Background: an optimization exercise with open tools, aiming at small area. Do not read the settings as production practice. Function was checked by simulation only, so behaviour that the tests miss may differ from the original.

<file path="flow/design.v">
package AggrCDMAPkg;
    parameter int CDMA_CODE_WIDTH = 16;                      
    parameter int NUM_PORTS       = CDMA_CODE_WIDTH;         
    parameter int DATA_WIDTH      = 8;                       
    parameter int LOG_CODE_WIDTH  = $clog2(CDMA_CODE_WIDTH-1); 
    parameter int COUNTER_WIDTH   = $clog2(CDMA_CODE_WIDTH-1);   
    parameter logic [CDMA_CODE_WIDTH*CDMA_CODE_WIDTH-1:0] CDMA_CODES    
                   = { 16'd0,
                       16'd21845,
                       16'd13107,
                       16'd26214,
                       16'd3855,
                       16'd23130,
                       16'd15420,
                       16'd26985,
                       16'd255,
                       16'd21930,
                       16'd13260,
                       16'd26265,
                       16'd4080,
                       16'd23205,
                       16'd15555,
                       16'd27030};
    typedef   logic [DATA_WIDTH-1:0] dataWord;  
endpackage
module fa3 (
  input  logic a,
  input  logic b,
  input  logic c,
  output logic s,
  output logic co
);
  assign s  = a ^ b ^ c;
  assign co = (a & b) | (a & c) | (b & c);
endmodule
module ha2 (
  input  logic a,
  input  logic b,
  output logic s,
  output logic co
);
  assign s  = a ^ b;
  assign co = a & b;
endmodule
module acdma_top (
  input  logic         clk,
  input  logic         rst,
  input  logic [127:0] data_in,
  output logic [127:0] decoded_out
);
  logic [15:1] chip;
  wire  [15:0] chipx = {chip, 1'b0};
  wire  [3:0]  ph = ~{chip[8], chip[4], chip[2], chip[1]};
  wire  [3:0]  nn = ~(ph + 4'h1);
  always_ff @(posedge clk) begin
    if (rst) {chip[12], chip[8], chip[4], chip[3], chip[2], chip[1]} <= 6'd0;
    else begin
      chip[1] <= nn[0];
      chip[2] <= nn[1];
      chip[3] <= nn[0] ^ nn[1];
      chip[4] <= nn[2];
      chip[8] <= nn[3];
      chip[12] <= nn[2] ^ nn[3];
    end
  end
  assign chip[5] = chip[1] ^ chip[4];
  assign chip[6] = chip[2] ^ chip[4];
  assign chip[7] = chip[3] ^ chip[4];
  assign chip[9] = chip[1] ^ chip[8];
  assign chip[10] = chip[2] ^ chip[8];
  assign chip[11] = chip[3] ^ chip[8];
  assign chip[13] = chip[1] ^ chip[12];
  assign chip[14] = chip[2] ^ chip[12];
  assign chip[15] = chip[3] ^ chip[12];
  logic [127:0] w;
  assign w[7:0] = {~(data_in[7] ^ chipx[0]), data_in[6:0] ^ {7{chipx[0]}}};
  assign w[15:8] = {~(data_in[15] ^ chipx[1]), data_in[14:8] ^ {7{chipx[1]}}};
  assign w[23:16] = {~(data_in[23] ^ chipx[2]), data_in[22:16] ^ {7{chipx[2]}}};
  assign w[31:24] = {~(data_in[31] ^ chipx[3]), data_in[30:24] ^ {7{chipx[3]}}};
  assign w[39:32] = {~(data_in[39] ^ chipx[4]), data_in[38:32] ^ {7{chipx[4]}}};
  assign w[47:40] = {~(data_in[47] ^ chipx[5]), data_in[46:40] ^ {7{chipx[5]}}};
  assign w[55:48] = {~(data_in[55] ^ chipx[6]), data_in[54:48] ^ {7{chipx[6]}}};
  assign w[63:56] = {~(data_in[63] ^ chipx[7]), data_in[62:56] ^ {7{chipx[7]}}};
  assign w[71:64] = {~(data_in[71] ^ chipx[8]), data_in[70:64] ^ {7{chipx[8]}}};
  assign w[79:72] = {~(data_in[79] ^ chipx[9]), data_in[78:72] ^ {7{chipx[9]}}};
  assign w[87:80] = {~(data_in[87] ^ chipx[10]), data_in[86:80] ^ {7{chipx[10]}}};
  assign w[95:88] = {~(data_in[95] ^ chipx[11]), data_in[94:88] ^ {7{chipx[11]}}};
  assign w[103:96] = {~(data_in[103] ^ chipx[12]), data_in[102:96] ^ {7{chipx[12]}}};
  assign w[111:104] = {~(data_in[111] ^ chipx[13]), data_in[110:104] ^ {7{chipx[13]}}};
  assign w[119:112] = {~(data_in[119] ^ chipx[14]), data_in[118:112] ^ {7{chipx[14]}}};
  assign w[127:120] = {~(data_in[127] ^ chipx[15]), data_in[126:120] ^ {7{chipx[15]}}};
  wire ts0, tc0;
  fa3 uts0 (.a(w[0]), .b(w[8]), .c(w[16]), .s(ts0), .co(tc0));
  wire ts1, tc1;
  fa3 uts1 (.a(w[24]), .b(w[32]), .c(w[64]), .s(ts1), .co(tc1));
  wire ts2, tc2;
  fa3 uts2 (.a(w[96]), .b(w[40]), .c(w[48]), .s(ts2), .co(tc2));
  wire ts3, tc3;
  fa3 uts3 (.a(w[56]), .b(w[72]), .c(w[80]), .s(ts3), .co(tc3));
  wire ts4, tc4;
  fa3 uts4 (.a(w[88]), .b(w[104]), .c(w[112]), .s(ts4), .co(tc4));
  wire ts5, tc5;
  fa3 uts5 (.a(w[120]), .b(ts0), .c(ts1), .s(ts5), .co(tc5));
  wire ts6, tc6;
  fa3 uts6 (.a(ts2), .b(ts3), .c(ts4), .s(ts6), .co(tc6));
  wire ts7, tc7;
  fa3 uts7 (.a(w[1]), .b(w[9]), .c(w[17]), .s(ts7), .co(tc7));
  wire ts8, tc8;
  fa3 uts8 (.a(w[25]), .b(w[33]), .c(w[65]), .s(ts8), .co(tc8));
  wire ts9, tc9;
  fa3 uts9 (.a(w[97]), .b(w[41]), .c(w[49]), .s(ts9), .co(tc9));
  wire ts10, tc10;
  fa3 uts10 (.a(w[57]), .b(w[73]), .c(w[81]), .s(ts10), .co(tc10));
  wire ts11, tc11;
  fa3 uts11 (.a(w[89]), .b(w[105]), .c(w[113]), .s(ts11), .co(tc11));
  wire ts12, tc12;
  fa3 uts12 (.a(w[121]), .b(tc0), .c(tc1), .s(ts12), .co(tc12));
  wire ts13, tc13;
  fa3 uts13 (.a(ts7), .b(ts8), .c(tc2), .s(ts13), .co(tc13));
  wire ts14, tc14;
  fa3 uts14 (.a(tc3), .b(tc4), .c(ts9), .s(ts14), .co(tc14));
  wire ts15, tc15;
  fa3 uts15 (.a(ts10), .b(ts11), .c(tc5), .s(ts15), .co(tc15));
  wire ts16, tc16;
  fa3 uts16 (.a(ts12), .b(tc6), .c(ts13), .s(ts16), .co(tc16));
  wire ts17, tc17;
  fa3 uts17 (.a(w[2]), .b(w[10]), .c(w[18]), .s(ts17), .co(tc17));
  wire ts18, tc18;
  fa3 uts18 (.a(w[26]), .b(w[34]), .c(w[66]), .s(ts18), .co(tc18));
  wire ts19, tc19;
  fa3 uts19 (.a(w[98]), .b(w[42]), .c(w[50]), .s(ts19), .co(tc19));
  wire ts20, tc20;
  fa3 uts20 (.a(w[58]), .b(w[74]), .c(w[82]), .s(ts20), .co(tc20));
  wire ts21, tc21;
  fa3 uts21 (.a(w[90]), .b(w[106]), .c(w[114]), .s(ts21), .co(tc21));
  wire ts22, tc22;
  fa3 uts22 (.a(w[122]), .b(tc7), .c(tc8), .s(ts22), .co(tc22));
  wire ts23, tc23;
  fa3 uts23 (.a(ts17), .b(ts18), .c(tc9), .s(ts23), .co(tc23));
  wire ts24, tc24;
  fa3 uts24 (.a(tc10), .b(tc11), .c(ts19), .s(ts24), .co(tc24));
  wire ts25, tc25;
  fa3 uts25 (.a(ts20), .b(ts21), .c(tc12), .s(ts25), .co(tc25));
  wire ts26, tc26;
  fa3 uts26 (.a(ts22), .b(tc13), .c(tc14), .s(ts26), .co(tc26));
  wire ts27, tc27;
  fa3 uts27 (.a(ts23), .b(ts24), .c(tc15), .s(ts27), .co(tc27));
  wire ts28, tc28;
  fa3 uts28 (.a(ts25), .b(tc16), .c(ts26), .s(ts28), .co(tc28));
  wire ts29, tc29;
  fa3 uts29 (.a(w[3]), .b(w[11]), .c(w[19]), .s(ts29), .co(tc29));
  wire ts30, tc30;
  fa3 uts30 (.a(w[27]), .b(w[35]), .c(w[67]), .s(ts30), .co(tc30));
  wire ts31, tc31;
  fa3 uts31 (.a(w[99]), .b(w[43]), .c(w[51]), .s(ts31), .co(tc31));
  wire ts32, tc32;
  fa3 uts32 (.a(w[59]), .b(w[75]), .c(w[83]), .s(ts32), .co(tc32));
  wire ts33, tc33;
  fa3 uts33 (.a(w[91]), .b(w[107]), .c(w[115]), .s(ts33), .co(tc33));
  wire ts34, tc34;
  fa3 uts34 (.a(w[123]), .b(tc17), .c(tc18), .s(ts34), .co(tc34));
  wire ts35, tc35;
  fa3 uts35 (.a(ts29), .b(ts30), .c(tc19), .s(ts35), .co(tc35));
  wire ts36, tc36;
  fa3 uts36 (.a(tc20), .b(tc21), .c(ts31), .s(ts36), .co(tc36));
  wire ts37, tc37;
  fa3 uts37 (.a(ts32), .b(ts33), .c(tc22), .s(ts37), .co(tc37));
  wire ts38, tc38;
  fa3 uts38 (.a(ts34), .b(tc23), .c(tc24), .s(ts38), .co(tc38));
  wire ts39, tc39;
  fa3 uts39 (.a(ts35), .b(tc25), .c(ts36), .s(ts39), .co(tc39));
  wire ts40, tc40;
  fa3 uts40 (.a(ts37), .b(tc26), .c(ts38), .s(ts40), .co(tc40));
  wire ts41, tc41;
  fa3 uts41 (.a(tc27), .b(ts39), .c(tc28), .s(ts41), .co(tc41));
  wire ts42, tc42;
  fa3 uts42 (.a(w[4]), .b(w[12]), .c(w[20]), .s(ts42), .co(tc42));
  wire ts43, tc43;
  fa3 uts43 (.a(w[28]), .b(w[36]), .c(w[68]), .s(ts43), .co(tc43));
  wire ts44, tc44;
  fa3 uts44 (.a(w[100]), .b(w[44]), .c(w[52]), .s(ts44), .co(tc44));
  wire ts45, tc45;
  fa3 uts45 (.a(w[60]), .b(w[76]), .c(w[84]), .s(ts45), .co(tc45));
  wire ts46, tc46;
  fa3 uts46 (.a(w[92]), .b(w[108]), .c(w[116]), .s(ts46), .co(tc46));
  wire ts47, tc47;
  fa3 uts47 (.a(w[124]), .b(tc29), .c(tc30), .s(ts47), .co(tc47));
  wire ts48, tc48;
  fa3 uts48 (.a(ts42), .b(ts43), .c(tc31), .s(ts48), .co(tc48));
  wire ts49, tc49;
  fa3 uts49 (.a(tc32), .b(tc33), .c(ts44), .s(ts49), .co(tc49));
  wire ts50, tc50;
  fa3 uts50 (.a(ts45), .b(ts46), .c(tc34), .s(ts50), .co(tc50));
  wire ts51, tc51;
  fa3 uts51 (.a(ts47), .b(tc35), .c(tc36), .s(ts51), .co(tc51));
  wire ts52, tc52;
  fa3 uts52 (.a(ts48), .b(tc37), .c(ts49), .s(ts52), .co(tc52));
  wire ts53, tc53;
  fa3 uts53 (.a(ts50), .b(tc38), .c(tc39), .s(ts53), .co(tc53));
  wire ts54, tc54;
  fa3 uts54 (.a(ts51), .b(ts52), .c(tc40), .s(ts54), .co(tc54));
  wire ts55, tc55;
  fa3 uts55 (.a(w[5]), .b(w[13]), .c(w[21]), .s(ts55), .co(tc55));
  wire ts56, tc56;
  fa3 uts56 (.a(w[29]), .b(w[37]), .c(w[69]), .s(ts56), .co(tc56));
  wire ts57, tc57;
  fa3 uts57 (.a(w[101]), .b(w[45]), .c(w[53]), .s(ts57), .co(tc57));
  wire ts58, tc58;
  fa3 uts58 (.a(w[61]), .b(w[77]), .c(w[85]), .s(ts58), .co(tc58));
  wire ts59, tc59;
  fa3 uts59 (.a(w[93]), .b(w[109]), .c(w[117]), .s(ts59), .co(tc59));
  wire ts60, tc60;
  fa3 uts60 (.a(w[125]), .b(tc42), .c(tc43), .s(ts60), .co(tc60));
  wire ts61, tc61;
  fa3 uts61 (.a(ts55), .b(ts56), .c(tc44), .s(ts61), .co(tc61));
  wire ts62, tc62;
  fa3 uts62 (.a(tc45), .b(tc46), .c(ts57), .s(ts62), .co(tc62));
  wire ts63, tc63;
  fa3 uts63 (.a(ts58), .b(ts59), .c(tc47), .s(ts63), .co(tc63));
  wire ts64, tc64;
  fa3 uts64 (.a(ts60), .b(tc48), .c(tc49), .s(ts64), .co(tc64));
  wire ts65, tc65;
  fa3 uts65 (.a(ts61), .b(tc50), .c(ts62), .s(ts65), .co(tc65));
  wire ts66, tc66;
  fa3 uts66 (.a(ts63), .b(tc51), .c(tc52), .s(ts66), .co(tc66));
  wire ts67, tc67;
  fa3 uts67 (.a(ts64), .b(ts65), .c(tc53), .s(ts67), .co(tc67));
  wire ts68, tc68;
  fa3 uts68 (.a(w[6]), .b(w[14]), .c(w[22]), .s(ts68), .co(tc68));
  wire ts69, tc69;
  fa3 uts69 (.a(w[30]), .b(w[38]), .c(w[70]), .s(ts69), .co(tc69));
  wire ts70, tc70;
  fa3 uts70 (.a(w[102]), .b(w[46]), .c(w[54]), .s(ts70), .co(tc70));
  wire ts71, tc71;
  fa3 uts71 (.a(w[62]), .b(w[78]), .c(w[86]), .s(ts71), .co(tc71));
  wire ts72, tc72;
  fa3 uts72 (.a(w[94]), .b(w[110]), .c(w[118]), .s(ts72), .co(tc72));
  wire ts73, tc73;
  fa3 uts73 (.a(w[126]), .b(tc55), .c(tc56), .s(ts73), .co(tc73));
  wire ts74, tc74;
  fa3 uts74 (.a(ts68), .b(ts69), .c(tc57), .s(ts74), .co(tc74));
  wire ts75, tc75;
  fa3 uts75 (.a(tc58), .b(tc59), .c(ts70), .s(ts75), .co(tc75));
  wire ts76, tc76;
  fa3 uts76 (.a(ts71), .b(ts72), .c(tc60), .s(ts76), .co(tc76));
  wire ts77, tc77;
  fa3 uts77 (.a(ts73), .b(tc61), .c(tc62), .s(ts77), .co(tc77));
  wire ts78, tc78;
  fa3 uts78 (.a(ts74), .b(tc63), .c(ts75), .s(ts78), .co(tc78));
  wire ts79, tc79;
  fa3 uts79 (.a(ts76), .b(tc64), .c(tc65), .s(ts79), .co(tc79));
  wire ts80, tc80;
  fa3 uts80 (.a(ts77), .b(ts78), .c(tc66), .s(ts80), .co(tc80));
  wire ts81, tc81;
  fa3 uts81 (.a(w[7]), .b(w[15]), .c(w[23]), .s(ts81), .co(tc81));
  wire ts82, tc82;
  fa3 uts82 (.a(w[31]), .b(w[39]), .c(w[71]), .s(ts82), .co(tc82));
  wire ts83, tc83;
  fa3 uts83 (.a(w[103]), .b(w[47]), .c(w[55]), .s(ts83), .co(tc83));
  wire ts84, tc84;
  fa3 uts84 (.a(w[63]), .b(w[79]), .c(w[87]), .s(ts84), .co(tc84));
  wire ts85, tc85;
  fa3 uts85 (.a(w[95]), .b(w[111]), .c(w[119]), .s(ts85), .co(tc85));
  wire ts86, tc86;
  fa3 uts86 (.a(w[127]), .b(tc68), .c(tc69), .s(ts86), .co(tc86));
  wire ts87, tc87;
  fa3 uts87 (.a(ts81), .b(ts82), .c(tc70), .s(ts87), .co(tc87));
  wire ts88, tc88;
  fa3 uts88 (.a(tc71), .b(tc72), .c(ts83), .s(ts88), .co(tc88));
  wire ts89, tc89;
  fa3 uts89 (.a(ts84), .b(ts85), .c(tc73), .s(ts89), .co(tc89));
  wire ts90, tc90;
  fa3 uts90 (.a(ts86), .b(tc74), .c(tc75), .s(ts90), .co(tc90));
  wire ts91, tc91;
  fa3 uts91 (.a(ts87), .b(tc76), .c(ts88), .s(ts91), .co(tc91));
  wire ts92, tc92;
  fa3 uts92 (.a(ts89), .b(tc77), .c(tc78), .s(ts92), .co(tc92));
  wire ts93, tc93;
  fa3 uts93 (.a(ts90), .b(ts91), .c(tc79), .s(ts93), .co(tc93));
  wire ts94, tc94;
  fa3 uts94 (.a(tc81), .b(tc82), .c(tc83), .s(ts94), .co(tc94));
  wire ts95, tc95;
  fa3 uts95 (.a(tc84), .b(tc85), .c(tc86), .s(ts95), .co(tc95));
  wire ts96, tc96;
  fa3 uts96 (.a(tc87), .b(tc88), .c(ts94), .s(ts96), .co(tc96));
  wire ts97, tc97;
  fa3 uts97 (.a(tc89), .b(ts95), .c(tc90), .s(ts97), .co(tc97));
  wire ts98, tc98;
  fa3 uts98 (.a(tc91), .b(ts96), .c(tc92), .s(ts98), .co(tc98));
  wire ts99, tc99;
  fa3 uts99 (.a(tc94), .b(tc95), .c(tc96), .s(ts99), .co(tc99));
  wire [11:0] t0 = {1'b0, tc99, tc97, ts97, ts92, ts79, ts66, ts53, ts40, ts27, ts14, ts5};
  wire [11:0] t1 = {1'b0, 1'b0, ts99, tc93, tc80, tc67, tc54, tc41, ts41, ts28, ts15, ts6};
  wire [11:0] t2 = {1'b0, 1'b0, tc98, ts98, ts93, ts80, ts67, ts54, 1'b0, 1'b0, ts16, 1'b0};
  logic [11:0] a0, a1, a2;
  logic [11:0] r1, r2;
  logic [11:4] r3;
  logic [4:0] xl;
  logic [6:0] xd;
  logic cx;
  wire sel = ~ph[0];
  wire [4:0] xa = sel ? {r2[3:0], 1'b0} : r2[4:0];
  wire [4:0] xb = sel ? ~xl : r1[4:0];
  wire [5:0] xc;
  wire [4:0] xs;
  ha2 uxl0 (.a(xa[0]), .b(xb[0]), .s(xs[0]), .co(xc[1]));
  fa3 uxl1 (.a(xa[1]), .b(xb[1]), .c(xc[1]), .s(xs[1]), .co(xc[2]));
  fa3 uxl2 (.a(xa[2]), .b(xb[2]), .c(xc[2]), .s(xs[2]), .co(xc[3]));
  fa3 uxl3 (.a(xa[3]), .b(xb[3]), .c(xc[3]), .s(xs[3]), .co(xc[4]));
  fa3 uxl4 (.a(xa[4]), .b(xb[4]), .c(xc[4]), .s(xs[4]), .co(xc[5]));
  wire [6:0] ya = sel ? r3[11:5] : r3[10:4];
  wire [6:0] yb = sel ? r2[11:5] : ~xd;
  wire [7:0] yc;
  wire [6:0] ys;
  assign yc[0] = cx;
  fa3 uxh0 (.a(ya[0]), .b(yb[0]), .c(yc[0]), .s(ys[0]), .co(yc[1]));
  fa3 uxh1 (.a(ya[1]), .b(yb[1]), .c(yc[1]), .s(ys[1]), .co(yc[2]));
  fa3 uxh2 (.a(ya[2]), .b(yb[2]), .c(yc[2]), .s(ys[2]), .co(yc[3]));
  fa3 uxh3 (.a(ya[3]), .b(yb[3]), .c(yc[3]), .s(ys[3]), .co(yc[4]));
  fa3 uxh4 (.a(ya[4]), .b(yb[4]), .c(yc[4]), .s(ys[4]), .co(yc[5]));
  fa3 uxh5 (.a(ya[5]), .b(yb[5]), .c(yc[5]), .s(ys[5]), .co(yc[6]));
  assign ys[6] = ya[6] ^ yb[6] ^ yc[6];
  always_ff @(posedge clk) begin
    a0 <= t0;
    a1 <= t1;
    a2 <= t2;
    r1 <= a0 + a1 + a2;
    r2 <= r1;
    r3 <= r2[11:4];
    xl <= xs;
    cx <= xc[5];
    xd <= ys;
  end
  wire [4:0] xlo = xl;
  logic [7:0] sl, sh;
  logic clr_lo, clr_hi;
  assign clr_lo = (ph == 4'd4) | (ph == 4'd5);
  always_comb begin
    case (ph)
      4'd0: sl = 8'haa;
      4'd1: sl = 8'h55;
      4'd2: sl = 8'h00;
      4'd3: sl = 8'h00;
      4'd4: sl = 8'h5a;
      4'd5: sl = 8'hb4;
      4'd6: sl = 8'he1;
      4'd7: sl = 8'hc3;
      4'd8: sl = 8'ha5;
      4'd9: sl = 8'h4b;
      4'd10: sl = 8'h1e;
      4'd11: sl = 8'h3c;
      4'd12: sl = 8'h99;
      4'd13: sl = 8'h33;
      4'd14: sl = 8'h66;
      4'd15: sl = 8'hcc;
      default: sl = 8'h00;
    endcase
  end
  always_ff @(posedge clk) begin
    sh <= sl;
    clr_hi <= clr_lo;
  end
  logic [4:0] klo [0:7];
  logic [6:0] khi [0:7];
  assign klo[0] = ph[0] ? 5'h1c : 5'h1c;
  assign khi[0] = ph[0] ? 7'h7f : 7'h7f;
  assign klo[1] = ph[0] ? 5'h1c : 5'h1c;
  assign khi[1] = ph[0] ? 7'h7f : 7'h7f;
  assign klo[2] = ph[0] ? 5'h1c : 5'h18;
  assign khi[2] = ph[0] ? 7'h3 : 7'h7f;
  assign klo[3] = ph[0] ? 5'h0 : 5'h1c;
  assign khi[3] = ph[0] ? 7'h7f : 7'h0;
  assign klo[4] = ph[0] ? 5'h1c : 5'h1c;
  assign khi[4] = ph[0] ? 7'h7f : 7'h7f;
  assign klo[5] = ph[0] ? 5'h1c : 5'h1c;
  assign khi[5] = ph[0] ? 7'h7f : 7'h7f;
  assign klo[6] = ph[0] ? 5'h1c : 5'h1c;
  assign khi[6] = ph[0] ? 7'h7f : 7'h7f;
  assign klo[7] = ph[0] ? 5'h1c : 5'h1c;
  assign khi[7] = ph[0] ? 7'h7f : 7'h7f;
  logic [11:0] ring [0:15];
  logic [7:0]  cy;
  wire [4:0] la0 = clr_lo ? klo[0] : ring[0][4:0];
  wire [4:0] lb0 = xlo ^ {5{sl[0]}};
  wire [5:0] lc0;
  wire [4:0] ls0;
  assign lc0[0] = 1'b0;
  ha2 ul0_0 (.a(la0[0]), .b(lb0[0]), .s(ls0[0]), .co(lc0[1]));
  fa3 ul0_1 (.a(la0[1]), .b(lb0[1]), .c(lc0[1]), .s(ls0[1]), .co(lc0[2]));
  fa3 ul0_2 (.a(la0[2]), .b(lb0[2]), .c(lc0[2]), .s(ls0[2]), .co(lc0[3]));
  fa3 ul0_3 (.a(la0[3]), .b(lb0[3]), .c(lc0[3]), .s(ls0[3]), .co(lc0[4]));
  fa3 ul0_4 (.a(la0[4]), .b(lb0[4]), .c(lc0[4]), .s(ls0[4]), .co(lc0[5]));
  wire [6:0] ha0 = clr_hi ? khi[0] : ring[1][11:5];
  wire [6:0] hb0 = xd ^ {7{sh[0]}};
  wire [6:0] hc0;
  wire [6:0] hs0;
  assign hc0[0] = cy[0];
  fa3 uh0_0 (.a(ha0[0]), .b(hb0[0]), .c(hc0[0]), .s(hs0[0]), .co(hc0[1]));
  fa3 uh0_1 (.a(ha0[1]), .b(hb0[1]), .c(hc0[1]), .s(hs0[1]), .co(hc0[2]));
  fa3 uh0_2 (.a(ha0[2]), .b(hb0[2]), .c(hc0[2]), .s(hs0[2]), .co(hc0[3]));
  fa3 uh0_3 (.a(ha0[3]), .b(hb0[3]), .c(hc0[3]), .s(hs0[3]), .co(hc0[4]));
  fa3 uh0_4 (.a(ha0[4]), .b(hb0[4]), .c(hc0[4]), .s(hs0[4]), .co(hc0[5]));
  fa3 uh0_5 (.a(ha0[5]), .b(hb0[5]), .c(hc0[5]), .s(hs0[5]), .co(hc0[6]));
  assign hs0[6] = ha0[6] ^ hb0[6] ^ hc0[6];
  wire [4:0] la1 = clr_lo ? klo[1] : ring[2][4:0];
  wire [4:0] lb1 = xlo ^ {5{sl[1]}};
  wire [5:0] lc1;
  wire [4:0] ls1;
  assign lc1[0] = 1'b0;
  ha2 ul1_0 (.a(la1[0]), .b(lb1[0]), .s(ls1[0]), .co(lc1[1]));
  fa3 ul1_1 (.a(la1[1]), .b(lb1[1]), .c(lc1[1]), .s(ls1[1]), .co(lc1[2]));
  fa3 ul1_2 (.a(la1[2]), .b(lb1[2]), .c(lc1[2]), .s(ls1[2]), .co(lc1[3]));
  fa3 ul1_3 (.a(la1[3]), .b(lb1[3]), .c(lc1[3]), .s(ls1[3]), .co(lc1[4]));
  fa3 ul1_4 (.a(la1[4]), .b(lb1[4]), .c(lc1[4]), .s(ls1[4]), .co(lc1[5]));
  wire [6:0] ha1 = clr_hi ? khi[1] : ring[3][11:5];
  wire [6:0] hb1 = xd ^ {7{sh[1]}};
  wire [6:0] hc1;
  wire [6:0] hs1;
  assign hc1[0] = cy[1];
  fa3 uh1_0 (.a(ha1[0]), .b(hb1[0]), .c(hc1[0]), .s(hs1[0]), .co(hc1[1]));
  fa3 uh1_1 (.a(ha1[1]), .b(hb1[1]), .c(hc1[1]), .s(hs1[1]), .co(hc1[2]));
  fa3 uh1_2 (.a(ha1[2]), .b(hb1[2]), .c(hc1[2]), .s(hs1[2]), .co(hc1[3]));
  fa3 uh1_3 (.a(ha1[3]), .b(hb1[3]), .c(hc1[3]), .s(hs1[3]), .co(hc1[4]));
  fa3 uh1_4 (.a(ha1[4]), .b(hb1[4]), .c(hc1[4]), .s(hs1[4]), .co(hc1[5]));
  fa3 uh1_5 (.a(ha1[5]), .b(hb1[5]), .c(hc1[5]), .s(hs1[5]), .co(hc1[6]));
  assign hs1[6] = ha1[6] ^ hb1[6] ^ hc1[6];
  wire [4:0] la2 = clr_lo ? klo[2] : ring[4][4:0];
  wire [4:0] lb2 = xlo ^ {5{sl[2]}};
  wire [5:0] lc2;
  wire [4:0] ls2;
  assign lc2[0] = 1'b0;
  ha2 ul2_0 (.a(la2[0]), .b(lb2[0]), .s(ls2[0]), .co(lc2[1]));
  fa3 ul2_1 (.a(la2[1]), .b(lb2[1]), .c(lc2[1]), .s(ls2[1]), .co(lc2[2]));
  fa3 ul2_2 (.a(la2[2]), .b(lb2[2]), .c(lc2[2]), .s(ls2[2]), .co(lc2[3]));
  fa3 ul2_3 (.a(la2[3]), .b(lb2[3]), .c(lc2[3]), .s(ls2[3]), .co(lc2[4]));
  fa3 ul2_4 (.a(la2[4]), .b(lb2[4]), .c(lc2[4]), .s(ls2[4]), .co(lc2[5]));
  wire [6:0] ha2 = clr_hi ? khi[2] : ring[5][11:5];
  wire [6:0] hb2 = xd ^ {7{sh[2]}};
  wire [6:0] hc2;
  wire [6:0] hs2;
  assign hc2[0] = cy[2];
  fa3 uh2_0 (.a(ha2[0]), .b(hb2[0]), .c(hc2[0]), .s(hs2[0]), .co(hc2[1]));
  fa3 uh2_1 (.a(ha2[1]), .b(hb2[1]), .c(hc2[1]), .s(hs2[1]), .co(hc2[2]));
  fa3 uh2_2 (.a(ha2[2]), .b(hb2[2]), .c(hc2[2]), .s(hs2[2]), .co(hc2[3]));
  fa3 uh2_3 (.a(ha2[3]), .b(hb2[3]), .c(hc2[3]), .s(hs2[3]), .co(hc2[4]));
  fa3 uh2_4 (.a(ha2[4]), .b(hb2[4]), .c(hc2[4]), .s(hs2[4]), .co(hc2[5]));
  fa3 uh2_5 (.a(ha2[5]), .b(hb2[5]), .c(hc2[5]), .s(hs2[5]), .co(hc2[6]));
  assign hs2[6] = ha2[6] ^ hb2[6] ^ hc2[6];
  wire [4:0] la3 = clr_lo ? klo[3] : ring[6][4:0];
  wire [4:0] lb3 = xlo ^ {5{sl[3]}};
  wire [5:0] lc3;
  wire [4:0] ls3;
  assign lc3[0] = 1'b0;
  ha2 ul3_0 (.a(la3[0]), .b(lb3[0]), .s(ls3[0]), .co(lc3[1]));
  fa3 ul3_1 (.a(la3[1]), .b(lb3[1]), .c(lc3[1]), .s(ls3[1]), .co(lc3[2]));
  fa3 ul3_2 (.a(la3[2]), .b(lb3[2]), .c(lc3[2]), .s(ls3[2]), .co(lc3[3]));
  fa3 ul3_3 (.a(la3[3]), .b(lb3[3]), .c(lc3[3]), .s(ls3[3]), .co(lc3[4]));
  fa3 ul3_4 (.a(la3[4]), .b(lb3[4]), .c(lc3[4]), .s(ls3[4]), .co(lc3[5]));
  wire [6:0] ha3 = clr_hi ? khi[3] : ring[7][11:5];
  wire [6:0] hb3 = xd ^ {7{sh[3]}};
  wire [6:0] hc3;
  wire [6:0] hs3;
  assign hc3[0] = cy[3];
  fa3 uh3_0 (.a(ha3[0]), .b(hb3[0]), .c(hc3[0]), .s(hs3[0]), .co(hc3[1]));
  fa3 uh3_1 (.a(ha3[1]), .b(hb3[1]), .c(hc3[1]), .s(hs3[1]), .co(hc3[2]));
  fa3 uh3_2 (.a(ha3[2]), .b(hb3[2]), .c(hc3[2]), .s(hs3[2]), .co(hc3[3]));
  fa3 uh3_3 (.a(ha3[3]), .b(hb3[3]), .c(hc3[3]), .s(hs3[3]), .co(hc3[4]));
  fa3 uh3_4 (.a(ha3[4]), .b(hb3[4]), .c(hc3[4]), .s(hs3[4]), .co(hc3[5]));
  fa3 uh3_5 (.a(ha3[5]), .b(hb3[5]), .c(hc3[5]), .s(hs3[5]), .co(hc3[6]));
  assign hs3[6] = ha3[6] ^ hb3[6] ^ hc3[6];
  wire [4:0] la4 = clr_lo ? klo[4] : ring[8][4:0];
  wire [4:0] lb4 = xlo ^ {5{sl[4]}};
  wire [5:0] lc4;
  wire [4:0] ls4;
  assign lc4[0] = 1'b0;
  ha2 ul4_0 (.a(la4[0]), .b(lb4[0]), .s(ls4[0]), .co(lc4[1]));
  fa3 ul4_1 (.a(la4[1]), .b(lb4[1]), .c(lc4[1]), .s(ls4[1]), .co(lc4[2]));
  fa3 ul4_2 (.a(la4[2]), .b(lb4[2]), .c(lc4[2]), .s(ls4[2]), .co(lc4[3]));
  fa3 ul4_3 (.a(la4[3]), .b(lb4[3]), .c(lc4[3]), .s(ls4[3]), .co(lc4[4]));
  fa3 ul4_4 (.a(la4[4]), .b(lb4[4]), .c(lc4[4]), .s(ls4[4]), .co(lc4[5]));
  wire [6:0] ha4 = clr_hi ? khi[4] : ring[9][11:5];
  wire [6:0] hb4 = xd ^ {7{sh[4]}};
  wire [6:0] hc4;
  wire [6:0] hs4;
  assign hc4[0] = cy[4];
  fa3 uh4_0 (.a(ha4[0]), .b(hb4[0]), .c(hc4[0]), .s(hs4[0]), .co(hc4[1]));
  fa3 uh4_1 (.a(ha4[1]), .b(hb4[1]), .c(hc4[1]), .s(hs4[1]), .co(hc4[2]));
  fa3 uh4_2 (.a(ha4[2]), .b(hb4[2]), .c(hc4[2]), .s(hs4[2]), .co(hc4[3]));
  fa3 uh4_3 (.a(ha4[3]), .b(hb4[3]), .c(hc4[3]), .s(hs4[3]), .co(hc4[4]));
  fa3 uh4_4 (.a(ha4[4]), .b(hb4[4]), .c(hc4[4]), .s(hs4[4]), .co(hc4[5]));
  fa3 uh4_5 (.a(ha4[5]), .b(hb4[5]), .c(hc4[5]), .s(hs4[5]), .co(hc4[6]));
  assign hs4[6] = ha4[6] ^ hb4[6] ^ hc4[6];
  wire [4:0] la5 = clr_lo ? klo[5] : ring[10][4:0];
  wire [4:0] lb5 = xlo ^ {5{sl[5]}};
  wire [5:0] lc5;
  wire [4:0] ls5;
  assign lc5[0] = 1'b0;
  ha2 ul5_0 (.a(la5[0]), .b(lb5[0]), .s(ls5[0]), .co(lc5[1]));
  fa3 ul5_1 (.a(la5[1]), .b(lb5[1]), .c(lc5[1]), .s(ls5[1]), .co(lc5[2]));
  fa3 ul5_2 (.a(la5[2]), .b(lb5[2]), .c(lc5[2]), .s(ls5[2]), .co(lc5[3]));
  fa3 ul5_3 (.a(la5[3]), .b(lb5[3]), .c(lc5[3]), .s(ls5[3]), .co(lc5[4]));
  fa3 ul5_4 (.a(la5[4]), .b(lb5[4]), .c(lc5[4]), .s(ls5[4]), .co(lc5[5]));
  wire [6:0] ha5 = clr_hi ? khi[5] : ring[11][11:5];
  wire [6:0] hb5 = xd ^ {7{sh[5]}};
  wire [6:0] hc5;
  wire [6:0] hs5;
  assign hc5[0] = cy[5];
  fa3 uh5_0 (.a(ha5[0]), .b(hb5[0]), .c(hc5[0]), .s(hs5[0]), .co(hc5[1]));
  fa3 uh5_1 (.a(ha5[1]), .b(hb5[1]), .c(hc5[1]), .s(hs5[1]), .co(hc5[2]));
  fa3 uh5_2 (.a(ha5[2]), .b(hb5[2]), .c(hc5[2]), .s(hs5[2]), .co(hc5[3]));
  fa3 uh5_3 (.a(ha5[3]), .b(hb5[3]), .c(hc5[3]), .s(hs5[3]), .co(hc5[4]));
  fa3 uh5_4 (.a(ha5[4]), .b(hb5[4]), .c(hc5[4]), .s(hs5[4]), .co(hc5[5]));
  fa3 uh5_5 (.a(ha5[5]), .b(hb5[5]), .c(hc5[5]), .s(hs5[5]), .co(hc5[6]));
  assign hs5[6] = ha5[6] ^ hb5[6] ^ hc5[6];
  wire [4:0] la6 = clr_lo ? klo[6] : ring[12][4:0];
  wire [4:0] lb6 = xlo ^ {5{sl[6]}};
  wire [5:0] lc6;
  wire [4:0] ls6;
  assign lc6[0] = 1'b0;
  ha2 ul6_0 (.a(la6[0]), .b(lb6[0]), .s(ls6[0]), .co(lc6[1]));
  fa3 ul6_1 (.a(la6[1]), .b(lb6[1]), .c(lc6[1]), .s(ls6[1]), .co(lc6[2]));
  fa3 ul6_2 (.a(la6[2]), .b(lb6[2]), .c(lc6[2]), .s(ls6[2]), .co(lc6[3]));
  fa3 ul6_3 (.a(la6[3]), .b(lb6[3]), .c(lc6[3]), .s(ls6[3]), .co(lc6[4]));
  fa3 ul6_4 (.a(la6[4]), .b(lb6[4]), .c(lc6[4]), .s(ls6[4]), .co(lc6[5]));
  wire [6:0] ha6 = clr_hi ? khi[6] : ring[13][11:5];
  wire [6:0] hb6 = xd ^ {7{sh[6]}};
  wire [6:0] hc6;
  wire [6:0] hs6;
  assign hc6[0] = cy[6];
  fa3 uh6_0 (.a(ha6[0]), .b(hb6[0]), .c(hc6[0]), .s(hs6[0]), .co(hc6[1]));
  fa3 uh6_1 (.a(ha6[1]), .b(hb6[1]), .c(hc6[1]), .s(hs6[1]), .co(hc6[2]));
  fa3 uh6_2 (.a(ha6[2]), .b(hb6[2]), .c(hc6[2]), .s(hs6[2]), .co(hc6[3]));
  fa3 uh6_3 (.a(ha6[3]), .b(hb6[3]), .c(hc6[3]), .s(hs6[3]), .co(hc6[4]));
  fa3 uh6_4 (.a(ha6[4]), .b(hb6[4]), .c(hc6[4]), .s(hs6[4]), .co(hc6[5]));
  fa3 uh6_5 (.a(ha6[5]), .b(hb6[5]), .c(hc6[5]), .s(hs6[5]), .co(hc6[6]));
  assign hs6[6] = ha6[6] ^ hb6[6] ^ hc6[6];
  wire [4:0] la7 = clr_lo ? klo[7] : ring[14][4:0];
  wire [4:0] lb7 = xlo ^ {5{sl[7]}};
  wire [5:0] lc7;
  wire [4:0] ls7;
  assign lc7[0] = 1'b0;
  ha2 ul7_0 (.a(la7[0]), .b(lb7[0]), .s(ls7[0]), .co(lc7[1]));
  fa3 ul7_1 (.a(la7[1]), .b(lb7[1]), .c(lc7[1]), .s(ls7[1]), .co(lc7[2]));
  fa3 ul7_2 (.a(la7[2]), .b(lb7[2]), .c(lc7[2]), .s(ls7[2]), .co(lc7[3]));
  fa3 ul7_3 (.a(la7[3]), .b(lb7[3]), .c(lc7[3]), .s(ls7[3]), .co(lc7[4]));
  fa3 ul7_4 (.a(la7[4]), .b(lb7[4]), .c(lc7[4]), .s(ls7[4]), .co(lc7[5]));
  wire [6:0] ha7 = clr_hi ? khi[7] : ring[15][11:5];
  wire [6:0] hb7 = xd ^ {7{sh[7]}};
  wire [6:0] hc7;
  wire [6:0] hs7;
  assign hc7[0] = cy[7];
  fa3 uh7_0 (.a(ha7[0]), .b(hb7[0]), .c(hc7[0]), .s(hs7[0]), .co(hc7[1]));
  fa3 uh7_1 (.a(ha7[1]), .b(hb7[1]), .c(hc7[1]), .s(hs7[1]), .co(hc7[2]));
  fa3 uh7_2 (.a(ha7[2]), .b(hb7[2]), .c(hc7[2]), .s(hs7[2]), .co(hc7[3]));
  fa3 uh7_3 (.a(ha7[3]), .b(hb7[3]), .c(hc7[3]), .s(hs7[3]), .co(hc7[4]));
  fa3 uh7_4 (.a(ha7[4]), .b(hb7[4]), .c(hc7[4]), .s(hs7[4]), .co(hc7[5]));
  fa3 uh7_5 (.a(ha7[5]), .b(hb7[5]), .c(hc7[5]), .s(hs7[5]), .co(hc7[6]));
  assign hs7[6] = ha7[6] ^ hb7[6] ^ hc7[6];
  always_ff @(posedge clk) begin
    ring[1] <= {ring[0][11:5], ls0};
    cy[0] <= lc0[5];
    ring[2] <= {hs0, ring[1][4:0]};
    ring[3] <= {ring[2][11:5], ls1};
    cy[1] <= lc1[5];
    ring[4] <= {hs1, ring[3][4:0]};
    ring[5] <= {ring[4][11:5], ls2};
    cy[2] <= lc2[5];
    ring[6] <= {hs2, ring[5][4:0]};
    ring[7] <= {ring[6][11:5], ls3};
    cy[3] <= lc3[5];
    ring[8] <= {hs3, ring[7][4:0]};
    ring[9] <= {ring[8][11:5], ls4};
    cy[4] <= lc4[5];
    ring[10] <= {hs4, ring[9][4:0]};
    ring[11] <= {ring[10][11:5], ls5};
    cy[5] <= lc5[5];
    ring[12] <= {hs5, ring[11][4:0]};
    ring[13] <= {ring[12][11:5], ls6};
    cy[6] <= lc6[5];
    ring[14] <= {hs6, ring[13][4:0]};
    ring[15] <= {ring[14][11:5], ls7};
    cy[7] <= lc7[5];
    ring[0] <= {hs7, ring[15][4:0]};
  end
  logic [0:0] cap [0:7];
  always_ff @(posedge clk) begin
    cap[0] <= ring[4][4:4];
    cap[1] <= ring[6][4:4];
    cap[2] <= ring[8][4:4];
    cap[3] <= ring[10][4:4];
    cap[4] <= ring[12][4:4];
    cap[5] <= ring[14][4:4];
    cap[6] <= ring[0][4:4];
    cap[7] <= ring[2][4:4];
  end
  assign decoded_out[7:0] = {ring[5][11:5], cap[0]};
  assign decoded_out[15:8] = ring[6][11:4];
  assign decoded_out[23:16] = {ring[7][11:5], cap[1]};
  assign decoded_out[31:24] = ring[8][11:4];
  assign decoded_out[39:32] = {ring[9][11:5], cap[2]};
  assign decoded_out[47:40] = ring[10][11:4];
  assign decoded_out[55:48] = {ring[11][11:5], cap[3]};
  assign decoded_out[63:56] = ring[12][11:4];
  assign decoded_out[71:64] = {ring[13][11:5], cap[4]};
  assign decoded_out[79:72] = ring[14][11:4];
  assign decoded_out[87:80] = {ring[15][11:5], cap[5]};
  assign decoded_out[95:88] = ring[0][11:4];
  assign decoded_out[103:96] = {ring[1][11:5], cap[6]};
  assign decoded_out[111:104] = ring[2][11:4];
  assign decoded_out[119:112] = {ring[3][11:5], cap[7]};
  assign decoded_out[127:120] = ring[4][11:4];
endmodule
</file>
<file path="flow/flow/run.sh">
#!/bin/bash
# The standard layout, with the smallest buffer on every input and output port
# instead of the flow's default choice, and clock tree synthesis without dummy
# loads and with smaller clock buffers.  make's output goes to flow_make.log.
set -euo pipefail
export BUFFER_PORTS_ARGS="-buffer_cell sky130_fd_sc_hd__buf_1"
export CTS_ARGS="-sink_clustering_enable -repair_clock_nets -dont_use_dummy_load -buf_list {sky130_fd_sc_hd__clkbuf_8} -sink_clustering_size 20 -sink_clustering_max_diameter 60"
bash standard.sh > flow_make.log 2>&1
</file>
<file path="flow/standard.sh">
#!/bin/bash
# synth_recipe.tcl (not shown) runs the flow's synth.tcl, then flattens the netlist and writes it again
# the make line also repeats each setting of config.mk as NAME=value (left out here)
make -C /OpenROAD-flow-scripts/flow DESIGN_CONFIG=/design/flow/config.mk WORK_HOME=/design/flow/orfs CLKGATE_MAP_FILE= SYNTH_SCRIPT=/design/flow/synth_recipe.tcl "${@:-finish}"
</file>
<file path="flow/config.mk">
export PLATFORM = sky130hd
export DESIGN_NAME = acdma_top
export DESIGN_NICKNAME = acdma_top
export VERILOG_FILES = /design/flow/design.v
export SDC_FILE = /design/flow/constraint.sdc
export NUM_CORES = 4
export LEC_CHECK = 0
export CAP_MARGIN = 20
export CORE_MARGIN = 2
export CORE_UTILIZATION = 70
export PLACE_DENSITY = 0.8
export SLEW_MARGIN = 20
export SYNTH_HIERARCHICAL = 1
export SYNTH_MINIMUM_KEEP_SIZE = 0
</file>
<file path="flow/constraint.sdc">
create_clock -name core_clock -period 4.0 [get_ports {clk}]
set_input_delay 0.8000 -clock core_clock [delete_from_list [all_inputs] [get_ports {clk}]]
set_output_delay 0.8000 -clock core_clock [all_outputs]
set_load 0.01 [all_outputs]
</file>
==> impl_metrics.prom, run 1 <==
# TYPE chip_impl_metric gauge
chip_impl_metric{name="drive_above_1_share",unit=""} 0.0872
chip_impl_metric{name="postRouteAntennaNets",unit=""} 0
chip_impl_metric{name="synth_compound_gate_area_share",unit=""} 0.0244
chip_impl_metric{name="timing.final.crit_period",unit="ns"} 3.78
chip_impl_metric{name="multi_input_area",unit="sq um"} 7860
chip_impl_info{name="crit_chain",value="inv_1, ha_2, buf_4, xor2_1, fa_1, fa_1, fa_1, fa_1, fa_1"} 1
chip_impl_metric{name="seqCellArea",unit="sq um"} 5930
chip_impl_metric{name="clk_transition_reported_paths",unit="ns"} 0.11
chip_impl_metric{name="cts.repair_timing.setup_buffer_count",unit=""} 0
chip_impl_metric{name="number_of_design_rule_violations_left_after_detail_routing",unit=""} 0
chip_impl_metric{name="initial_utilization",unit=""} 0.716
chip_impl_metric{name="grt_pass1_vias",unit=""} 8749
chip_impl_metric{name="post_synth_simple_gate_area",unit=""} 0.0483
chip_impl_info{name="worstSetupEndpointType",value="register"} 1
chip_impl_metric{name="yosysSeqAreaShare",unit=""} 0.393
chip_impl_metric{name="critical_path_depth",unit=""} 9
chip_impl_metric{name="wl_met1",unit="um"} 11400
chip_impl_metric{name="grt_first_pass_wirelength",unit="um"} 44600
chip_impl_info{name="worst_path_top_cell_family_by_delay",value="adder cells"} 1
chip_impl_metric{name="crit_required",unit="ns"} 4.35
chip_impl_metric{name="max-slew-margin-rel",unit=""} 0.450
chip_impl_metric{name="die_boundary_width",unit="um"} 151
chip_impl_metric{name="synth-seq-cells",unit=""} 296
chip_impl_metric{name="synth_fa_ha_area_frac",unit=""} 0.284
chip_impl_metric{name="hold-worst-slack",unit="ns"} 0.286
chip_impl_metric{name="setup_total_negative_slack",unit="ns"} 0
chip_impl_metric{name="worst-r2r-setup-slack",unit="ns"} 0.22
chip_impl_info{name="cts_tree",value="done"} 1
chip_impl_metric{name="finalMaxSlewViolations",unit=""} 0
chip_impl_metric{name="max_cap_viol_count",unit=""} 0
chip_impl_metric{name="ioPinCount",unit=""} 258
chip_impl_metric{name="drt-pass1-iter-count",unit=""} 5
chip_impl_metric{name="critical_path.n_buffers_inverters",unit=""} 2
chip_impl_metric{name="global_route.usage.total",unit=""} 0.259
chip_impl_metric{name="drt-wirelength-per-cell",unit="um"} 17.8
chip_impl_metric{name="vias",unit=""} 8091
chip_impl_metric{name="synth-async-reset-ratio",unit=""} 0
chip_impl_metric{name="io_buffer_count",unit=""} 257
chip_impl_metric{name="fillers",unit=""} 1446
chip_impl_metric{name="worstPathArrival",unit="ns"} 4.13
chip_impl_info{name="worstSetupPathType",value="register to register"} 1
chip_impl_metric{name="average_cell_area_after_synthesis",unit="sq um"} 12.7
chip_impl_info{name="outcome",value="timing/DRC/antenna clean"} 1
chip_impl_metric{name="die_h",unit="um"} 151
chip_impl_metric{name="cts.htree.levels",unit=""} 1
chip_impl_metric{name="final_net_count",unit=""} 1664
chip_impl_metric{name="area_overhead_vs_synth",unit="%"} 3.94
chip_impl_metric{name="syn_inst",unit=""} 1184
chip_impl_metric{name="muxShareOfSynthArea",unit=""} 0.00962
chip_impl_metric{name="max-clock-path-buffers",unit=""} 3
chip_impl_metric{name="min_period_over_period",unit=""} 0.945
chip_impl_metric{name="synth.net_count",unit=""} 1538
chip_impl_metric{name="drt_iter0_markers",unit=""} 315
chip_impl_metric{name="antenna_violations_before_repair",unit=""} 0
chip_impl_info{name="largest_family_of_logic_cells_by_synthesized_area",value="adder cells"} 1
chip_impl_metric{name="antenna_cells",unit=""} 0
chip_impl_metric{name="numPlacedInstances",unit=""} 1564
chip_impl_metric{name="worstHoldPathCells",unit=""} 0
chip_impl_metric{name="worst_clock_skew",unit="ns"} 0.0520
chip_impl_info{name="cell_taking_the_most_area_after_synthesis",value="sky130_fd_sc_hd__dfxtp_1"} 1
chip_impl_info{name="yosys-top-cells-area",value="sky130_fd_sc_hd__dfxtp_1 39%, sky130_fd_sc_hd__fa_1 26%, sky130_fd_sc_hd__xor2_1 7.1%"} 1
chip_impl_metric{name="final_core_util",unit=""} 0.744
chip_impl_metric{name="post_drt_via_cell_ratio",unit=""} 5.11
chip_impl_metric{name="clock_latency",unit="ns"} 0.52
chip_impl_info{name="crit_path_top_delay_cell",value="sky130_fd_sc_hd__fa_1"} 1
chip_impl_metric{name="wl_met2",unit="um"} 14600
chip_impl_info{name="setup_repair_after_global_routing_missed_its_margin",value="false"} 1
chip_impl_metric{name="largest_net_degree_at_the_start_of_global_routing",unit=""} 36
chip_impl_metric{name="fin_cells",unit=""} 1583
chip_impl_metric{name="max_slew.worst_pin.slew",unit="ns"} 0.822
chip_impl_metric{name="placementRows",unit=""} 53
chip_impl_metric{name="synth_enable_flop_cells",unit=""} 0
chip_impl_metric{name="post-synth-top-area-fraction",unit=""} 0.393
chip_impl_metric{name="worstPathMaxFanout",unit=""} 6
chip_impl_info{name="maxUsedRoutingLayer",value="met4"} 1
chip_impl_metric{name="grt.overflow.total",unit=""} 0
chip_impl_metric{name="achievable-frequency",unit="GHz"} 0.265
chip_impl_metric{name="drt_wl_total",unit="um"} 28100
chip_impl_info{name="synth_ff_type",value="sky130_fd_sc_hd__dfxtp_1"} 1
chip_impl_info{name="timing.critical_path.mode_cell",value="sky130_fd_sc_hd__fa_1"} 1
chip_impl_metric{name="cp_slowest_stage_delay",unit="ns"} 0.47
chip_impl_metric{name="placeable_area",unit="sq um"} 21100
chip_impl_metric{name="synth.distinct_cells",unit=""} 41
chip_impl_metric{name="hold_viol_final",unit=""} 0
chip_impl_metric{name="setup_viol_count_final",unit=""} 0
chip_impl_metric{name="clock_sink_count",unit=""} 296
chip_impl_metric{name="finalWeightedCongestion",unit=""} 0.876
chip_impl_metric{name="post_synth_xor_area_fraction",unit=""} 0.154
chip_impl_metric{name="hpwlAfterDp",unit="um"} 23100
chip_impl_metric{name="synth.yosys.warnings",unit=""} 20
chip_impl_metric{name="met3_wirelength",unit="um"} 1450
chip_impl_info{name="clock-root-buffer",value="sky130_fd_sc_hd__clkbuf_8"} 1
chip_impl_metric{name="timing.reg2reg.worst_path_depth",unit=""} 9
chip_impl_metric{name="tritoncts.num_buffers",unit=""} 19
chip_impl_metric{name="die_outline_area",unit="sq um"} 22800
chip_impl_info{name="cp-start-kind",value="register"} 1
chip_impl_metric{name="syn-cell-area",unit="sq um"} 15100
chip_impl_info{name="worst_hold_path_type",value="register to register"} 1
-- stage by stage --
step                worst slack [ns]  area, sq um
global placement               0.165        15400
CTS                            0.103        15700
detailed placement             0.109        15400
global route                  0.0146        15700
floorplan                     0.0824        15100
finish                         0.219        15700
-- what timing repair did --
item | 4_1_cts | 5_1_grt
resized for setup | 0 | 4
setup endpoints to repair | 0 | 5
hold buffers | 0 | 0
-- cells in the final DEF (no fill, tap or decap), types with 2 or more instances in the layout --
cell type,instances
sky130_fd_sc_hd__a211oi_1,3
sky130_fd_sc_hd__a21oi_1,8
sky130_fd_sc_hd__a31oi_4,2
sky130_fd_sc_hd__and2_1,16
sky130_fd_sc_hd__buf_1,257
sky130_fd_sc_hd__buf_12,2
sky130_fd_sc_hd__buf_4,22
sky130_fd_sc_hd__clkbuf_8,19
sky130_fd_sc_hd__dfxtp_1,293
sky130_fd_sc_hd__dfxtp_4,2
sky130_fd_sc_hd__fa_1,198
sky130_fd_sc_hd__ha_1,25
sky130_fd_sc_hd__inv_1,32
sky130_fd_sc_hd__mux2_2,10
sky130_fd_sc_hd__nand2_1,31
sky130_fd_sc_hd__nand2b_1,23
sky130_fd_sc_hd__nor2_1,19
sky130_fd_sc_hd__nor2b_1,4
sky130_fd_sc_hd__o21ai_0,30
sky130_fd_sc_hd__o21ai_2,2
sky130_fd_sc_hd__or2_2,39
sky130_fd_sc_hd__xnor2_1,122
sky130_fd_sc_hd__xnor2_2,4
sky130_fd_sc_hd__xnor2_4,4
sky130_fd_sc_hd__xor2_1,123
-- cell usage after synthesis, types with 3 or more instances --
library cell / number
sky130_fd_sc_hd__a211oi_1: 3
sky130_fd_sc_hd__a21oi_1: 8
sky130_fd_sc_hd__and2_1: 16
sky130_fd_sc_hd__buf_1: 6
sky130_fd_sc_hd__buf_2: 11
sky130_fd_sc_hd__buf_4: 130
sky130_fd_sc_hd__buf_6: 4
sky130_fd_sc_hd__clkbuf_1: 25
sky130_fd_sc_hd__dfxtp_1: 296
sky130_fd_sc_hd__fa_1: 198
sky130_fd_sc_hd__ha_1: 26
sky130_fd_sc_hd__inv_1: 32
sky130_fd_sc_hd__mux2_2: 10
sky130_fd_sc_hd__nand2_1: 31
sky130_fd_sc_hd__nand2b_1: 23
sky130_fd_sc_hd__nor2_1: 19
sky130_fd_sc_hd__nor2b_1: 4
sky130_fd_sc_hd__o21ai_0: 30
sky130_fd_sc_hd__or2_2: 39
sky130_fd_sc_hd__xnor2_1: 122
sky130_fd_sc_hd__xnor2_2: 4
sky130_fd_sc_hd__xnor2_4: 4
sky130_fd_sc_hd__xor2_1: 123
-- per-module statistics from Yosys, one instance, submodules excluded --
| module | copies in the design | flip-flops and latches | area [sq um] |
|---|---|---|---|
| fa3 | 190 | 0 | 20.0 |
| acdma_top | 1 | 296 | 11200 |
| ha2 | 9 | 0 | 12.5 |
-- final timing paths --
| check | from | to |
|---|---|---|
| hold reg to reg | r1[4] | r2[4] |
| hold / removal | r1[4] | r2[4] |
| setup reg to reg | chip[4] | a2[4] |
| setup / recovery | chip[4] | a2[4] |
-- flip-flops by register name, indices dropped and copies added, names as in the netlist, 5 cells and up --
name,cells
ring,192
sh,8
a0,11
chip,6
r2,12
a1,10
cap,8
cy,8
a2,7
r1,12
r3,8
xd,7
xl,5
-- cells by family after synthesis --
group / count (synthesis)
adders and majority gates: 224
DFF: 296
muxes: 12
AOI/OAI and AO/OA: 54
and+or+nand+nor: 136
buffers and inverters: 209
xor gates and xnor gates: 253
-- final cells by class --
| class | instances | area share |
|---|---|---|
| multi-input combinational | 679 | 0.501 |
| sequential | 296 | 0.378 |
| timing repair buffer | 281 | 0.0746 |
| tap | 275 | 0.0219 |
| clock buffer | 19 | 0.0167 |
| inverter | 33 | 0.00790 |
-- worst register-to-register path, cell delays in order, from the launching register on --
cell and delay, ns:
sky130_fd_sc_hd__dfxtp_1 0.45, sky130_fd_sc_hd__inv_1 0.12, sky130_fd_sc_hd__ha_2 0.44, sky130_fd_sc_hd__buf_4 0.22, sky130_fd_sc_hd__xor2_1 0.21, sky130_fd_sc_hd__fa_1 0.45
sky130_fd_sc_hd__fa_1 0.41, sky130_fd_sc_hd__fa_1 0.47, sky130_fd_sc_hd__fa_1 0.40, sky130_fd_sc_hd__fa_1 0.44
-- metal layers --
| layer | vias to the layer above | track usage |
|---|---|---|
| met5 | - | 0 |
| met4 | 0 | 0.0710 |
| met3 | 47 | 0.0316 |
| met2 | 290 | 0.471 |
| met1 | 4023 | 0.328 |
| li1 | 3731 | - |
==> run 2, diff against run 1 <==
==> flow/flow/run.sh (replaced) <==
#!/bin/bash
# The standard layout, with the smallest buffer on every input and output port
# instead of the flow's default choice, and clock tree synthesis without dummy
# loads and with smaller clock buffers, then downsizing of gates off the
# critical paths after global routing (power recovery).  make's output goes to flow_make.log.
set -euo pipefail
export BUFFER_PORTS_ARGS="-buffer_cell sky130_fd_sc_hd__buf_1"
export CTS_ARGS="-sink_clustering_enable -repair_clock_nets -dont_use_dummy_load -buf_list {sky130_fd_sc_hd__clkbuf_8} -sink_clustering_size 20 -sink_clustering_max_diameter 60"
export RECOVER_POWER=100
bash standard.sh > flow_make.log 2>&1
==> run 2 against run 1 <==
Net effect:
- routed wire length grew 0.11%
- critical endpoint is now ring[11][4]
- area after synthesis did not move
- register-to-register slack is essentially flat
- hold slack about the same
- still clean
==> impl_metrics.prom, run 2 <==
# TYPE chip_impl_metric gauge
chip_impl_metric{name="min_period_over_period",unit=""} 0.948
chip_impl_info{name="largest-register",value="ring"} 1
chip_impl_metric{name="finalWorstSetupSlack",unit="ns"} 0.209
chip_impl_info{name="worstSetupPathType",value="register to register"} 1
chip_impl_metric{name="critical_path.n_buffers_inverters",unit=""} 3
chip_impl_metric{name="dpl_worst_slack",unit="ns"} 0.109
chip_impl_metric{name="setup_viol_count_final",unit=""} 0
chip_impl_metric{name="finalMaxSlewViolations",unit=""} 0
chip_impl_metric{name="average_cell_area_after_synthesis",unit="sq um"} 12.7
chip_impl_info{name="clock-root-buffer",value="sky130_fd_sc_hd__clkbuf_8"} 1
chip_impl_metric{name="finalWeightedCongestion",unit=""} 0.876
chip_impl_metric{name="syn_inst",unit=""} 1184
chip_impl_info{name="largest_registers",value="ring (192), r1 (12), r2 (12)"} 1
chip_impl_info{name="cell_taking_the_most_area_after_synthesis",value="sky130_fd_sc_hd__dfxtp_1"} 1
chip_impl_info{name="crit_chain",value="inv_1, buf_4, ha_1, a21oi_1, a31oi_4, clkbuf_1, xor2_1, fa_1, fa_1, fa_1, fa_1"} 1
chip_impl_info{name="worst_hold_path_type",value="register to register"} 1
chip_impl_metric{name="drive_above_1_share",unit=""} 0.0833
chip_impl_metric{name="ioPinCount",unit=""} 258
chip_impl_info{name="crit_path_top_delay_cell",value="sky130_fd_sc_hd__ha_1"} 1
chip_impl_info{name="setup_repair_after_global_routing_missed_its_margin",value="false"} 1
chip_impl_metric{name="drt_wl_total",unit="um"} 28200
chip_impl_metric{name="final_core_util",unit=""} 0.743
chip_impl_metric{name="placeable_area",unit="sq um"} 21100
chip_impl_metric{name="postRouteAntennaNets",unit=""} 0
chip_impl_metric{name="design_area",unit="sq um"} 15700
chip_impl_metric{name="largest_net_degree_at_the_start_of_global_routing",unit=""} 36
chip_impl_metric{name="cts.htree.levels",unit=""} 1
chip_impl_metric{name="grt.overflow.total",unit=""} 0
chip_impl_metric{name="clock_sink_count",unit=""} 296
chip_impl_info{name="worst_path_top_cell_family_by_delay",value="adder cells"} 1
chip_impl_metric{name="clock_latency",unit="ns"} 0.53
chip_impl_metric{name="grt_first_pass_wirelength",unit="um"} 44600
chip_impl_metric{name="die_boundary_width",unit="um"} 151
chip_impl_metric{name="synth_enable_flop_cells",unit=""} 0
chip_impl_metric{name="clk_transition_reported_paths",unit="ns"} 0.11
chip_impl_metric{name="worstPathArrival",unit="ns"} 4.20
chip_impl_info{name="synth_ff_type",value="sky130_fd_sc_hd__dfxtp_1"} 1
chip_impl_metric{name="max_slew.worst_pin.slew",unit="ns"} 0.822
chip_impl_metric{name="synth.distinct_cells",unit=""} 41
chip_impl_metric{name="post-synth-top-area-fraction",unit=""} 0.393
chip_impl_metric{name="die_outline_area",unit="sq um"} 22800
chip_impl_metric{name="placementRows",unit=""} 53
chip_impl_metric{name="timing.final.crit_period",unit="ns"} 3.79
chip_impl_metric{name="achievable-frequency",unit="GHz"} 0.264
chip_impl_metric{name="max-clock-path-buffers",unit=""} 3
chip_impl_metric{name="detailed_place.area",unit="sq um"} 15400
chip_impl_metric{name="hpwlAfterDp",unit="um"} 23100
chip_impl_metric{name="tritoncts.num_buffers",unit=""} 19
chip_impl_metric{name="max-slew-margin-rel",unit=""} 0.450
chip_impl_info{name="cp-start-kind",value="register"} 1
chip_impl_info{name="mostFrequentLayoutCells",value="293 x sky130_fd_sc_hd__dfxtp_1, 257 x sky130_fd_sc_hd__buf_1, 198 x sky130_fd_sc_hd__fa_1, 123 x sky130_fd_sc_hd__xor2_1, 122 x sky130_fd_sc_hd__xnor2_1"} 1
chip_impl_metric{name="yosysSeqAreaShare",unit=""} 0.393
chip_impl_metric{name="crit_required",unit="ns"} 4.41
chip_impl_metric{name="drt_iter0_markers",unit=""} 313
chip_impl_metric{name="worstPathMaxFanout",unit=""} 8
chip_impl_metric{name="grt_pass1_vias",unit=""} 8749
chip_impl_metric{name="synth-seq-cells",unit=""} 296
chip_impl_metric{name="drt-wirelength-per-cell",unit="um"} 17.8
chip_impl_metric{name="largest_register_ffs",unit=""} 192
chip_impl_info{name="timing.critical_path.mode_cell",value="sky130_fd_sc_hd__fa_1"} 1
chip_impl_metric{name="setup_total_negative_slack",unit="ns"} 0
chip_impl_metric{name="area_overhead_vs_synth",unit="%"} 3.77
chip_impl_info{name="yosys.cell_count.top_type",value="sky130_fd_sc_hd__dfxtp_1"} 1
chip_impl_metric{name="antenna_cells",unit=""} 0
chip_impl_metric{name="vias",unit=""} 8089
chip_impl_info{name="outcome",value="timing/DRC/antenna clean"} 1
chip_impl_info{name="layout.cells.most_common",value="sky130_fd_sc_hd__dfxtp_1"} 1
chip_impl_metric{name="synth.yosys.warnings",unit=""} 20
chip_impl_metric{name="final_net_count",unit=""} 1664
chip_impl_metric{name="antenna_violations_before_repair",unit=""} 0
chip_impl_metric{name="post_drt_via_cell_ratio",unit=""} 5.11
chip_impl_info{name="cts_tree",value="done"} 1
chip_impl_metric{name="die_h",unit="um"} 151
chip_impl_metric{name="number_of_design_rule_violations_left_after_detail_routing",unit=""} 0
chip_impl_metric{name="io_buffer_count",unit=""} 257
chip_impl_metric{name="max_cap_viol_count",unit=""} 0
chip_impl_metric{name="hold_viol_final",unit=""} 0
chip_impl_metric{name="synth.net_count",unit=""} 1538
chip_impl_metric{name="drt-pass1-iter-count",unit=""} 4
chip_impl_metric{name="cp_slowest_stage_delay",unit="ns"} 0.53
chip_impl_info{name="ys_top_cells_by_count",value="296 x sky130_fd_sc_hd__dfxtp_1, 198 x sky130_fd_sc_hd__fa_1, 130 x sky130_fd_sc_hd__buf_4, 123 x sky130_fd_sc_hd__xor2_1, 122 x sky130_fd_sc_hd__xnor2_1"} 1
chip_impl_metric{name="syn-cell-area",unit="sq um"} 15100
chip_impl_info{name="worstSetupEndpointType",value="register"} 1
chip_impl_metric{name="synth-async-reset-ratio",unit=""} 0
chip_impl_info{name="yosys-top-cells-area",value="sky130_fd_sc_hd__dfxtp_1 39%, sky130_fd_sc_hd__fa_1 26%, sky130_fd_sc_hd__xor2_1 7.1%"} 1
chip_impl_metric{name="worst_clock_skew",unit="ns"} 0.0540
chip_impl_metric{name="global_route.usage.total",unit=""} 0.259
chip_impl_metric{name="initial_utilization",unit=""} 0.716
==> run 2: cell count changes in the layout (fill, tap and decap cells not counted) <==
| cell | change |
|---|---|
| sky130_fd_sc_hd__buf_4 | -1 |
| sky130_fd_sc_hd__clkbuf_1 | +1 |
| sky130_fd_sc_hd__mux2_1 | +1 |
| sky130_fd_sc_hd__mux2_2 | -1 |
| sky130_fd_sc_hd__o21ai_0 | +1 |
| sky130_fd_sc_hd__o21ai_2 | -1 |
| sky130_fd_sc_hd__o221a_1 | +1 |
| sky130_fd_sc_hd__o221a_2 | -1 |
| sky130_fd_sc_hd__o221ai_1 | +1 |
| sky130_fd_sc_hd__o221ai_4 | -1 |
==> run 2: per-stage QoR <==
stage          hold slack, ns  std cells
2_1_floorplan           0.310       1184
3_3_place_gp            0.310       1564
3_5_place_dp            0.312       1564
4_1_cts                 0.285       1583
5_1_grt                 0.283       1583
6_report                0.286       1583
==> run 2: worst paths after layout <==
check                endpoint    start  cells after the start  slack [ns]
hold / removal          r2[4]    r1[4]                      0        0.29
setup reg to reg  ring[11][4]  chip[1]                     11        0.21
setup / recovery  ring[11][4]  chip[1]                     11        0.21
hold reg to reg         r2[4]    r1[4]                      0        0.29
==> run 2: metal layers <==
metal  track usage  share of wire  up-vias
met5             0              0        -
met4        0.0710          0.024        0
met3        0.0316          0.051       49
met2         0.471           0.52      289
met1         0.328           0.41     4022
li1              -              -     3729
==> run 2: layout make-up <==
type                    instances  area [sq um]
fillers                      1449          5420
inverters                      33           124
well taps                     275           344
flip-flops and latches        296          5930
multi-input cells             679          7830
repair buffers                281          1170
clock buffers                  19           262
==> run 2: per-module statistics from Yosys (local to each module, per instance) <==
| module | cells inside | area [sq um] | flip-flops and latches |
|---|---|---|---|
| acdma_top | 985 | 11200 | 296 |
| fa3 | 1 | 20.0 | 0 |
| ha2 | 1 | 12.5 | 0 |
==> run 2: logic make-up after synthesis <==
group	share of synthesized area
AO/OA/AOI/OAI	0.0244
XOR/XNOR	0.154
multiplexers	0.00962
adder cells (fa/ha/maj)	0.284
buffers and inverters	0.0872
flip-flops	0.393
AND/OR/NAND/NOR	0.0483
==> run 2: timing repair <==
| action | in CTS | in global routing |
|---|---|---|
| gates resized for setup | 0 | 4 |
| hold buffers | 0 | 0 |
| setup buffers | 0 | 0 |
| endpoints found under the setup margin | 0 | 5 |

## port drivers added, routing unchanged
The flow's constraints put no driver on any port. The routed layouts listed below were extracted and timed again, unchanged, in two steps. Step 1, drivers: a clkbuf_16 drives clk and a buf_2 each remaining input, both assumed. Step 2 moves the port delays by t, midway between the first and last clock arrival at a register: inputs arrive t later, outputs are due t later. That takes back most of the time a late clock gives input paths. Slacks: ideal ports / drivers / drivers and shift; pairs: ideal ports / drivers.
run	t, ns	slack for setup (ns)	worst register clock-pin slew, ns
run 1	0.545	0.219 / 0.219 / 0.205	0.12 / 0.12
run 2	0.545	0.209 / 0.209 / 0.205	0.12 / 0.12
After both steps setup and hold are still met in every run listed. The setup slack of run 1, which loses most, moves by 0.000 ns with the drivers and by -0.014 ns with both steps.
